This is an optimization exercise on Yosys and OpenROAD, whose aim is small area, not a production implementation. The RTL was checked by simulation tests, not by an equivalence proof against the original design. Power is estimated from default activity; no workload was simulated.

==> inputs of 03-09 <==
## mnemonic_device
module mnemonic_device(
    input wire clk,
    input wire reset,
    input wire switch,
    input wire change_but,
    output wire sequence_o,
    output wire sequence_oe
    );
    parameter WIDTH = 16;
    reg [WIDTH-1:0] count_clks;
    reg [5:0] count_regs;
    reg [5:0] sequence_count;    
    reg previous_state;
    reg send_sequence;
    reg sequence_holder;
    function [WIDTH-1:0] cnt_inc;
        input [WIDTH-1:0] s;
        cnt_inc = {s[14:0], s[15] ^ s[13] ^ s[12] ^ s[10] ^ ~|s[14:0]};
    endfunction
    function [WIDTH-1:0] cnt_dec;
        input [WIDTH-1:0] t;
        cnt_dec = {t[0] ^ t[14] ^ t[13] ^ t[11] ^ ~|t[15:1], t[15:1]};
    endfunction
    wire transition = previous_state != change_but;
    wire playing = sequence_count != count_regs;    
    wire seq_zero = sequence_count == 6'd0;
    wire [4:0] addr = switch ? count_regs[4:0] : sequence_count[4:0];
    wire [WIDTH-1:0] mem_q [0:31];
    wire [32*WIDTH-1:0] mem_flat;
    wire [WIDTH-1:0] rd;
    md_rdmux #(.WIDTH(WIDTH)) u_rd (.m(mem_flat), .sel(sel), .y(rd));
    wire rd_nz  = |rd;
    wire rd_gt1 = |rd[WIDTH-1:1];
    wire dec = rd_gt1 | (seq_zero & rd[0]);
  ...
==> module mnemonic_device, before the edit <==
module mnemonic_device(
    input wire clk,
    input wire reset,
    input wire switch,
    input wire change_but,
    output wire sequence_o,
    output wire sequence_oe
    );
    parameter WIDTH = 16;
    reg [WIDTH-1:0] count_clks;
    reg [5:0] count_regs;
    reg [5:0] sequence_count;    
    reg previous_state;
    reg send_sequence;
    reg sequence_holder;
    function [WIDTH-1:0] cnt_inc;
        input [WIDTH-1:0] s;
        cnt_inc = {s[14:0], s[15] ^ s[13] ^ s[12] ^ s[10] ^ ~|s[14:0]};
    endfunction
    function [WIDTH-1:0] cnt_dec;
        input [WIDTH-1:0] t;
        cnt_dec = {t[0] ^ t[14] ^ t[13] ^ t[11] ^ ~|t[15:1], t[15:1]};
    endfunction
    wire transition = previous_state != change_but;
    wire playing = sequence_count != count_regs;    
    wire seq_zero = sequence_count == 6'd0;
    wire [4:0] addr = switch ? count_regs[4:0] : sequence_count[4:0];
    wire [WIDTH-1:0] mem_q [0:31];
    wire [32*WIDTH-1:0] mem_flat;
    wire [WIDTH-1:0] rd;
    md_rdmux #(.WIDTH(WIDTH)) u_rd (.m(mem_flat), .sel(sel), .y(rd));
    wire rd_nz  = |rd;
    wire rd_gt1 = |rd[WIDTH-1:1];
    wire dec = rd_gt1 | (seq_zero & rd[0]);
    wire [WIDTH-1:0] wdata = switch ? count_clks : cnt_dec(rd);
    wire wen = ~(switch & count_regs[5]);
    wire [31:0] sel = {31'd0, wen} << addr;
    genvar k;
    generate
        for (k = 0; k < 32; k = k + 1) begin : entry
            reg [WIDTH-1:0] q;
            always @(posedge clk)
                if (sel[k]) q <= wdata;
            assign mem_q[k] = q;
            assign mem_flat[k*WIDTH +: WIDTH] = q;
        end
    endgenerate
    always @(posedge clk) begin
        if (reset) begin
            previous_state <= 1'b0;
            count_clks <= {WIDTH{1'b0}};
            count_regs <= 6'd0;
            sequence_count <= 6'd0;
            sequence_holder <= 1'b0;
            send_sequence <= 1'b0;
        end else if (switch) begin
            send_sequence <= 1'b0;
            if (transition) begin
                previous_state <= change_but;
                if (~count_regs[5])
                    count_regs <= count_regs + 1'b1;
                count_clks <= {{(WIDTH-1){1'b0}}, 1'b1};
            end else begin
                count_clks <= cnt_inc(count_clks);
            end
        end else if (playing) begin
            if (~dec) begin
                sequence_count <= sequence_count + 1'b1;
                sequence_holder <= ~sequence_holder;
            end
            if (seq_zero & rd_nz)
                send_sequence <= 1'b1;
        end else begin
            send_sequence <= 1'b0;
            count_regs <= 6'd0;
            sequence_count <= 6'd0;
        end
    end
    assign sequence_o = send_sequence & sequence_holder;
    assign sequence_oe = send_sequence;
endmodule
==> module md_rdmux, before the edit <==
module md_rdmux #(parameter WIDTH = 16) (
    input wire [32*WIDTH-1:0] m,
    input wire [31:0] sel,
    output wire [WIDTH-1:0] y
    );
    genvar b, g;
    generate
        for (b = 0; b < WIDTH; b = b + 1) begin : col
            wire [10:0] t;       
            for (g = 0; g < 10; g = g + 1) begin : grp
                md_aoi222 u (.a0(m[(3*g)*WIDTH+b]), .s0(sel[3*g]),
                             .a1(m[(3*g+1)*WIDTH+b]), .s1(sel[3*g+1]),
                             .a2(m[(3*g+2)*WIDTH+b]), .s2(sel[3*g+2]),
                             .y(t[g]));
            end
            md_aoi22 u_last (.a0(m[30*WIDTH+b]), .s0(sel[30]),
                             .a1(m[31*WIDTH+b]), .s1(sel[31]), .y(t[10]));
            wire [2:0] p;
            md_nand4 u_n0 (.a(t[0]), .b(t[1]), .c(t[2]), .d(t[3]), .y(p[0]));
            md_nand4 u_n1 (.a(t[4]), .b(t[5]), .c(t[6]), .d(t[7]), .y(p[1]));
            md_nand3 u_n2 (.a(t[8]), .b(t[9]), .c(t[10]), .y(p[2]));
            md_or3 u_o (.a(p[0]), .b(p[1]), .c(p[2]), .y(y[b]));
        end
    endgenerate
endmodule
==> module md_or3, before the edit <==
module md_or3 (input wire a, b, c, output wire y);
    assign y = a | b | c;
endmodule
Settings: LEC_CHECK=0, CAP_MARGIN=20, CORE_MARGIN=2, CORE_UTILIZATION=65, GPL_TIMING_DRIVEN=0, PLACE_DENSITY=0.75, SLEW_MARGIN=20, SYNTH_HIERARCHICAL=1; clock period 6.5 ns.
standard.sh (not shown) runs the stock make flow with config.mk's settings and CLKGATE_MAP_FILE= SYNTH_SCRIPT=/design/flow/synth_recipe.tcl, a recipe that flattens the netlist after the stock synthesis.
==> flow/flow/run.sh <==
#!/bin/bash
# Own flow: the standard layout (standard.sh, unchanged synthesis), with
#  - synthesis buffers removed before global placement (remove_buffers.tcl);
#  - ports buffered with the smallest buffer, sized later like other cells;
#  - clock tree synthesis set to insert no dummy loads and to cluster more
#    flip-flops on each clock buffer.
# ORFS writes each step's full log under orfs/logs/; make's output goes to
# standard.log.
set -o pipefail
here=$(cd "$(dirname "$0")" && pwd)
export PRE_GLOBAL_PLACE_TCL="$here/remove_buffers.tcl"
export BUFFER_PORTS_ARGS="-buffer_cell sky130_fd_sc_hd__buf_1"
export PRE_RESIZE_TCL="$here/size.tcl"
export CTS_ARGS="-sink_clustering_enable -repair_clock_nets -dont_use_dummy_load -buf_list {sky130_fd_sc_hd__clkbuf_8} -sink_clustering_size 18 -sink_clustering_max_diameter 45"
bash standard.sh > standard.log 2>&1
==> flow/flow/size.tcl <==
source [file join [file dirname [info script]] cells.tcl]

set margin 0.75
set by_fp [dict create]
dict for {c info} $::cellinfo {
  lassign $info fp area mc
  dict lappend by_fp $fp [list $c $area $mc]
}
estimate_parasitics -placement
set scene [sta::cmd_scene]
set up 0
set down 0
set delta 0.0
foreach net [get_nets *] {
  set drv ""
  foreach p [get_pins -quiet -of_objects $net] {
    if {[get_property $p direction] eq "output"} { set drv $p }
  }
  if {$drv eq ""} continue
  set inst [$drv instance]
  set ref [get_property $inst ref_name]
  if {![regexp {^sky130_fd_sc_hd__(.+)$} $ref -> short]} continue
  if {![dict exists $::cellinfo $short]} continue
  lassign [dict get $::cellinfo $short] fp area mc
  set load [expr {1e12 * ([$net wire_capacitance $scene max] + [$net pin_capacitance $scene max])}]
  set best ""
  foreach cand [lsort -real -index 1 [dict get $by_fp $fp]] {
    lassign $cand c a m
    if {[lsearch -exact $::env(DONT_USE_CELLS) "sky130_fd_sc_hd__$c"] >= 0} continue
    if {$m * $margin >= $load} {
      if {$best eq "" || $a < [lindex $best 1] || ($a == [lindex $best 1] && $m > [lindex $best 2])} {
        set best [list $c $a $m]
      }
    }
  }
  if {$best eq "" || [lindex $best 0] eq $short} continue
  replace_cell [get_full_name $inst] sky130_fd_sc_hd__[lindex $best 0]
  set delta [expr {$delta + [lindex $best 1] - $area}]
  if {[lindex $best 1] > $area} { incr up } else { incr down }
}
puts [format "size.tcl: %d cells sized up, %d down, area change %.1f um2" $up $down $delta]
Other scripts of this flow, unchanged in this note and not shown: flow/flow/cells.tcl, flow/flow/remove_buffers.tcl
==> 01-03 (differences from 03-09) <==
--- a/flow/design.v
+++ b/flow/design.v
@@ -21,28 +21,39 @@
         input [WIDTH-1:0] t;
         cnt_dec = {t[0] ^ t[14] ^ t[13] ^ t[11] ^ ~|t[15:1], t[15:1]};
     endfunction
+    function [5:0] ptr_inc;
+        input [5:0] p;
+        ptr_inc = {p[4:0] == 5'b10000, p[3:0], p[4] ^ p[2] ^ ~|p[3:0]};
+    endfunction
     wire transition = previous_state != change_but;
     wire playing = sequence_count != count_regs;    
     wire seq_zero = sequence_count == 6'd0;
     wire [4:0] addr = switch ? count_regs[4:0] : sequence_count[4:0];
-    wire [WIDTH-1:0] mem_q [0:31];
+    wire wen;
+    wire [31:0] sel;
     wire [32*WIDTH-1:0] mem_flat;
-    wire [WIDTH-1:0] rd;
+    wire [WIDTH-1:0] rd;         
     md_rdmux #(.WIDTH(WIDTH)) u_rd (.m(mem_flat), .sel(sel), .y(rd));
     wire rd_nz  = |rd;
     wire rd_gt1 = |rd[WIDTH-1:1];
     wire dec = rd_gt1 | (seq_zero & rd[0]);
-    wire [WIDTH-1:0] wdata = switch ? count_clks : cnt_dec(rd);
-    wire wen = ~(switch & count_regs[5]);
-    wire [31:0] sel = {31'd0, wen} << addr;
+    wire [WIDTH-1:0] wdata_n = ~(switch ? count_clks : cnt_dec(rd));
+    assign wen = ~(switch & count_regs[5]);
+    wire [3:0] sel_lo = {3'd0, wen} << addr[1:0];
+    wire [7:0] sel_hi = 8'd1 << addr[4:2];
+    genvar d;
+    generate
+        for (d = 0; d < 32; d = d + 1) begin : dec_sel
+            md_and2 u (.a(sel_lo[d % 4]), .b(sel_hi[d / 4]), .y(sel[d]));
+        end
+    endgenerate
     genvar k;
     generate
         for (k = 0; k < 32; k = k + 1) begin : entry
-            reg [WIDTH-1:0] q;
+            reg [WIDTH-1:0] q_n;
             always @(posedge clk)
-                if (sel[k]) q <= wdata;
-            assign mem_q[k] = q;
-            assign mem_flat[k*WIDTH +: WIDTH] = q;
+                if (sel[k]) q_n <= wdata_n;
+            assign mem_flat[k*WIDTH +: WIDTH] = q_n;
         end
     endgenerate
     always @(posedge clk) begin
@@ -58,14 +69,14 @@
             if (transition) begin
                 previous_state <= change_but;
                 if (~count_regs[5])
-                    count_regs <= count_regs + 1'b1;
+                    count_regs <= ptr_inc(count_regs);
                 count_clks <= {{(WIDTH-1){1'b0}}, 1'b1};
             end else begin
                 count_clks <= cnt_inc(count_clks);
             end
         end else if (playing) begin
             if (~dec) begin
-                sequence_count <= sequence_count + 1'b1;
+                sequence_count <= ptr_inc(sequence_count);
                 sequence_holder <= ~sequence_holder;
             end
             if (seq_zero & rd_nz)
@@ -100,7 +111,7 @@
             md_nand4 u_n0 (.a(t[0]), .b(t[1]), .c(t[2]), .d(t[3]), .y(p[0]));
             md_nand4 u_n1 (.a(t[4]), .b(t[5]), .c(t[6]), .d(t[7]), .y(p[1]));
             md_nand3 u_n2 (.a(t[8]), .b(t[9]), .c(t[10]), .y(p[2]));
-            md_or3 u_o (.a(p[0]), .b(p[1]), .c(p[2]), .y(y[b]));
+            md_nor3 u_o (.a(p[0]), .b(p[1]), .c(p[2]), .y(y[b]));
         end
     endgenerate
 endmodule
@@ -116,6 +127,9 @@
 module md_nand3 (input wire a, b, c, output wire y);
     assign y = ~(a & b & c);
 endmodule
-module md_or3 (input wire a, b, c, output wire y);
-    assign y = a | b | c;
+module md_and2 (input wire a, b, output wire y);
+    assign y = a & b;
 endmodule
+module md_nor3 (input wire a, b, c, output wire y);
+    assign y = ~(a | b | c);
+endmodule
--- a/flow/flow/run.sh
+++ b/flow/flow/run.sh
@@ -11,5 +11,5 @@
 export PRE_GLOBAL_PLACE_TCL="$here/remove_buffers.tcl"
 export BUFFER_PORTS_ARGS="-buffer_cell sky130_fd_sc_hd__buf_1"
 export PRE_RESIZE_TCL="$here/size.tcl"
-export CTS_ARGS="-sink_clustering_enable -repair_clock_nets -dont_use_dummy_load -buf_list {sky130_fd_sc_hd__clkbuf_8} -sink_clustering_size 18 -sink_clustering_max_diameter 45"
+export CTS_ARGS="-sink_clustering_enable -repair_clock_nets -dont_use_dummy_load -buf_list {sky130_fd_sc_hd__clkbuf_4} -sink_clustering_size 10 -sink_clustering_max_diameter 35"
 bash standard.sh > standard.log 2>&1
--- a/flow/flow/size.tcl
+++ b/flow/flow/size.tcl
@@ -24,15 +24,22 @@
   lassign [dict get $::cellinfo $short] fp area mc
   set load [expr {1e12 * ([$net wire_capacitance $scene max] + [$net pin_capacitance $scene max])}]
   set best ""
+  set strongest ""
   foreach cand [lsort -real -index 1 [dict get $by_fp $fp]] {
     lassign $cand c a m
     if {[lsearch -exact $::env(DONT_USE_CELLS) "sky130_fd_sc_hd__$c"] >= 0} continue
+    if {$strongest eq "" || $m > [lindex $strongest 2]} {
+      set strongest [list $c $a $m]
+    }
     if {$m * $margin >= $load} {
       if {$best eq "" || $a < [lindex $best 1] || ($a == [lindex $best 1] && $m > [lindex $best 2])} {
         set best [list $c $a $m]
       }
     }
   }
+  # no cell of the footprint is strong enough: take the strongest, and leave
+  # the rest to repair_design
+  if {$best eq ""} { set best $strongest }
   if {$best eq "" || [lindex $best 0] eq $short} continue
   replace_cell [get_full_name $inst] sky130_fd_sc_hd__[lindex $best 0]
   set delta [expr {$delta + [lindex $best 1] - $area}]
Settings changed: CORE_UTILIZATION 65 to 75, PLACE_DENSITY 0.75 to 0.85.
==> 02-19 (differences from 03-09) <==
--- a/flow/design.v
+++ b/flow/design.v
@@ -7,7 +7,8 @@
     output wire sequence_oe
     );
     parameter WIDTH = 16;
-    reg [WIDTH-1:0] count_clks;
+    reg [WIDTH-1:0] count_clks_n;    
+    wire [WIDTH-1:0] count_clks = ~count_clks_n;
     reg [5:0] count_regs;
     reg [5:0] sequence_count;    
     reg previous_state;
@@ -21,34 +22,53 @@
         input [WIDTH-1:0] t;
         cnt_dec = {t[0] ^ t[14] ^ t[13] ^ t[11] ^ ~|t[15:1], t[15:1]};
     endfunction
+    function [5:0] ptr_inc;
+        input [5:0] p;
+        ptr_inc = {p[4:0] == 5'b10000, p[3:0], p[4] ^ p[2] ^ ~|p[3:0]};
+    endfunction
     wire transition = previous_state != change_but;
     wire playing = sequence_count != count_regs;    
     wire seq_zero = sequence_count == 6'd0;
     wire [4:0] addr = switch ? count_regs[4:0] : sequence_count[4:0];
-    wire [WIDTH-1:0] mem_q [0:31];
+    wire wen;
+    wire [31:0] sel;
     wire [32*WIDTH-1:0] mem_flat;
-    wire [WIDTH-1:0] rd;
-    md_rdmux #(.WIDTH(WIDTH)) u_rd (.m(mem_flat), .sel(sel), .y(rd));
+    wire [WIDTH-1:0] rd_n;       
+    md_rdmux #(.WIDTH(WIDTH)) u_rd (.m(mem_flat), .sel(sel), .y(rd_n));
+    wire [WIDTH-1:0] rd = ~rd_n;
     wire rd_nz  = |rd;
     wire rd_gt1 = |rd[WIDTH-1:1];
     wire dec = rd_gt1 | (seq_zero & rd[0]);
-    wire [WIDTH-1:0] wdata = switch ? count_clks : cnt_dec(rd);
-    wire wen = ~(switch & count_regs[5]);
-    wire [31:0] sel = {31'd0, wen} << addr;
+    wire [WIDTH-1:0] wdata_n;
+    wire [WIDTH-1:0] dec_n = ~cnt_dec(rd);
+    genvar w;
+    generate
+        for (w = 0; w < WIDTH; w = w + 1) begin : wbus
+            md_mux2 u (.s(switch), .a1(count_clks_n[w]), .a0(dec_n[w]), .y(wdata_n[w]));
+        end
+    endgenerate
+    assign wen = ~(switch & count_regs[5]);
+    wire [3:0] sel_lo = {3'd0, wen} << addr[1:0];
+    wire [7:0] sel_hi = 8'd1 << addr[4:2];
+    genvar d;
+    generate
+        for (d = 0; d < 32; d = d + 1) begin : dec_sel
+            md_and2 u (.a(sel_lo[d % 4]), .b(sel_hi[d / 4]), .y(sel[d]));
+        end
+    endgenerate
     genvar k;
     generate
         for (k = 0; k < 32; k = k + 1) begin : entry
-            reg [WIDTH-1:0] q;
+            reg [WIDTH-1:0] q_n;
             always @(posedge clk)
-                if (sel[k]) q <= wdata;
-            assign mem_q[k] = q;
-            assign mem_flat[k*WIDTH +: WIDTH] = q;
+                if (sel[k]) q_n <= wdata_n;
+            assign mem_flat[k*WIDTH +: WIDTH] = q_n;
         end
     endgenerate
     always @(posedge clk) begin
         if (reset) begin
             previous_state <= 1'b0;
-            count_clks <= {WIDTH{1'b0}};
+            count_clks_n <= {WIDTH{1'b1}};
             count_regs <= 6'd0;
             sequence_count <= 6'd0;
             sequence_holder <= 1'b0;
@@ -58,14 +78,14 @@
             if (transition) begin
                 previous_state <= change_but;
                 if (~count_regs[5])
-                    count_regs <= count_regs + 1'b1;
-                count_clks <= {{(WIDTH-1){1'b0}}, 1'b1};
+                    count_regs <= ptr_inc(count_regs);
+                count_clks_n <= ~{{(WIDTH-1){1'b0}}, 1'b1};
             end else begin
-                count_clks <= cnt_inc(count_clks);
+                count_clks_n <= ~cnt_inc(count_clks);
             end
         end else if (playing) begin
             if (~dec) begin
-                sequence_count <= sequence_count + 1'b1;
+                sequence_count <= ptr_inc(sequence_count);
                 sequence_holder <= ~sequence_holder;
             end
             if (seq_zero & rd_nz)
@@ -116,6 +136,12 @@
 module md_nand3 (input wire a, b, c, output wire y);
     assign y = ~(a & b & c);
 endmodule
+module md_mux2 (input wire s, a1, a0, output wire y);
+    assign y = s ? a1 : a0;
+endmodule
+module md_and2 (input wire a, b, output wire y);
+    assign y = a & b;
+endmodule
 module md_or3 (input wire a, b, c, output wire y);
     assign y = a | b | c;
 endmodule
==> flow/flow/run.sh (replaced) <==
#!/bin/bash
# Own flow: the standard layout (standard.sh, synthesis unchanged), with
#  - synthesis buffers removed before global placement (remove_buffers.tcl);
#  - ports buffered with the smallest buffer, sized later like other cells;
#  - clock tree synthesis with small clock buffers (clkbuf_4) on small
#    clusters of flip-flops, and no dummy loads.
# ORFS writes each step's full log under orfs/logs/; make's output goes to
# standard.log.
set -o pipefail
here=$(cd "$(dirname "$0")" && pwd)
export PRE_GLOBAL_PLACE_TCL="$here/remove_buffers.tcl"
export BUFFER_PORTS_ARGS="-buffer_cell sky130_fd_sc_hd__buf_1"
export PRE_RESIZE_TCL="$here/size.tcl"
export CTS_ARGS="-sink_clustering_enable -repair_clock_nets -dont_use_dummy_load -buf_list {sky130_fd_sc_hd__clkbuf_4} -sink_clustering_size 10 -sink_clustering_max_diameter 35"
bash standard.sh > standard.log 2>&1
--- a/flow/flow/size.tcl
+++ b/flow/flow/size.tcl
@@ -24,15 +24,22 @@
   lassign [dict get $::cellinfo $short] fp area mc
   set load [expr {1e12 * ([$net wire_capacitance $scene max] + [$net pin_capacitance $scene max])}]
   set best ""
+  set strongest ""
   foreach cand [lsort -real -index 1 [dict get $by_fp $fp]] {
     lassign $cand c a m
     if {[lsearch -exact $::env(DONT_USE_CELLS) "sky130_fd_sc_hd__$c"] >= 0} continue
+    if {$strongest eq "" || $m > [lindex $strongest 2]} {
+      set strongest [list $c $a $m]
+    }
     if {$m * $margin >= $load} {
       if {$best eq "" || $a < [lindex $best 1] || ($a == [lindex $best 1] && $m > [lindex $best 2])} {
         set best [list $c $a $m]
       }
     }
   }
+  # no cell of the footprint is strong enough: take the strongest, and leave
+  # the rest to repair_design
+  if {$best eq ""} { set best $strongest }
   if {$best eq "" || [lindex $best 0] eq $short} continue
   replace_cell [get_full_name $inst] sky130_fd_sc_hd__[lindex $best 0]
   set delta [expr {$delta + [lindex $best 1] - $area}]
==> comparison table <==
metric                                                                          01-03                          02-19                           03-09
Initial Utilization                                                             76.2%                          66.3%                           66.2%
Compound-gate portion of the synthesized area                                   11.4%                          10.5%                           11.2%
Adder and majority cell fraction of the synthesized area                           0%                             0%                          0.191%
Clock Power Share                                                               26.4%                          26.7%                           27.6%
Bufs w/o clock                                                                      5                              5                               9
Net switching share of the total power                                          20.7%                          20.6%                           19.9%
Arrival @ worst endpoint                                                      6.48 ns                        6.02 ns                         6.34 ns
Instance count after placement with tap cells included                           1349                           1379                            1404
R2R Setup Slk                                                                 1.23 ns                        1.73 ns                         1.72 ns
Routed wl met2                                                                19.2 mm                        18.0 mm                         17.8 mm
Status                                               no timing/DRC/antenna violations  no timing/DRC/antenna violations  no timing/DRC/antenna violations
Multi-input combinational cell count                                              456                            436                             453
Period Utilization, post-route                                                  95.0%                          86.7%                           93.7%
Endpoint, Worst Hold                                      count_clks[10]$_SDFFE_PP0P_  count_clks_n[12]$_SDFFE_PP1P_  sequence_count[5]$_SDFFE_PP0P_
Global placer's final weighted congestion                                       0.898                          0.818                           0.858
WL final                                                                      40.9 mm                        39.2 mm                         37.6 mm
Largest stage delay on the critical path                                      0.93 ns                        0.74 ns                         0.78 ns
Area fraction of clock buffers and clock inverters                              2.61%                          2.66%                           2.90%
Number of buffers created by CTS                                                   72                             73                              44
Overall via count from detail_route                                             11000                          10400                           10500
R2r endpoint                                               entry[8].q_n[15]$_DFFE_PP_     entry[6].q_n[15]$_DFFE_PP_        entry[8].q[15]$_DFFE_PP_
Leakage                                                                       6.15 nW                        6.28 nW                         6.45 nW
Standard-cell rows                                                                 59                             63                              63
Number of ordinary inverters in the final layout                                   10                              5                               9
Die height                                                                     167 um                         178 um                          178 um

afterwards: timing with drivers on the ports:
In the flow no input, the clock included, has a driving cell. The finished layouts below were timed again as built, in two steps. Step 1, drivers: a clkbuf_16 drives clk and a buf_2 each remaining input, both assumed. Step 2 times the ports against the registers' clock, not the clock port: input delays grow and output delays shrink by t, the midpoint of the rising clock arrivals with the driver on. Slacks: ideal ports / drivers / drivers and shift; pairs: ideal ports / drivers.
| run | t (ns) | setup slack, ns | worst setup path after step 2 | worst register clock-pin slew, ns | pins driven straight from the clock port |
|---|---|---|---|---|---|
| 03-09 | 0.605 | 0.407 / 0.428 / -0.177 | input to register | 0.11 / 0.11 | 1 |
| 01-03 | 0.727 | 0.328 / 0.348 / -0.378 | input to register | 0.11 / 0.11 | 1 |
| 02-19 | 0.738 | 0.863 / 0.886 / 0.148 | input to register | 0.10 / 0.10 | 1 |
Met with ideal ports but missed after step 2: setup timing in 03-09 and 01-03. For 02-19, which loses most, drivers alone change the setup slack by +0.023 ns; drivers and shift together by -0.715 ns.
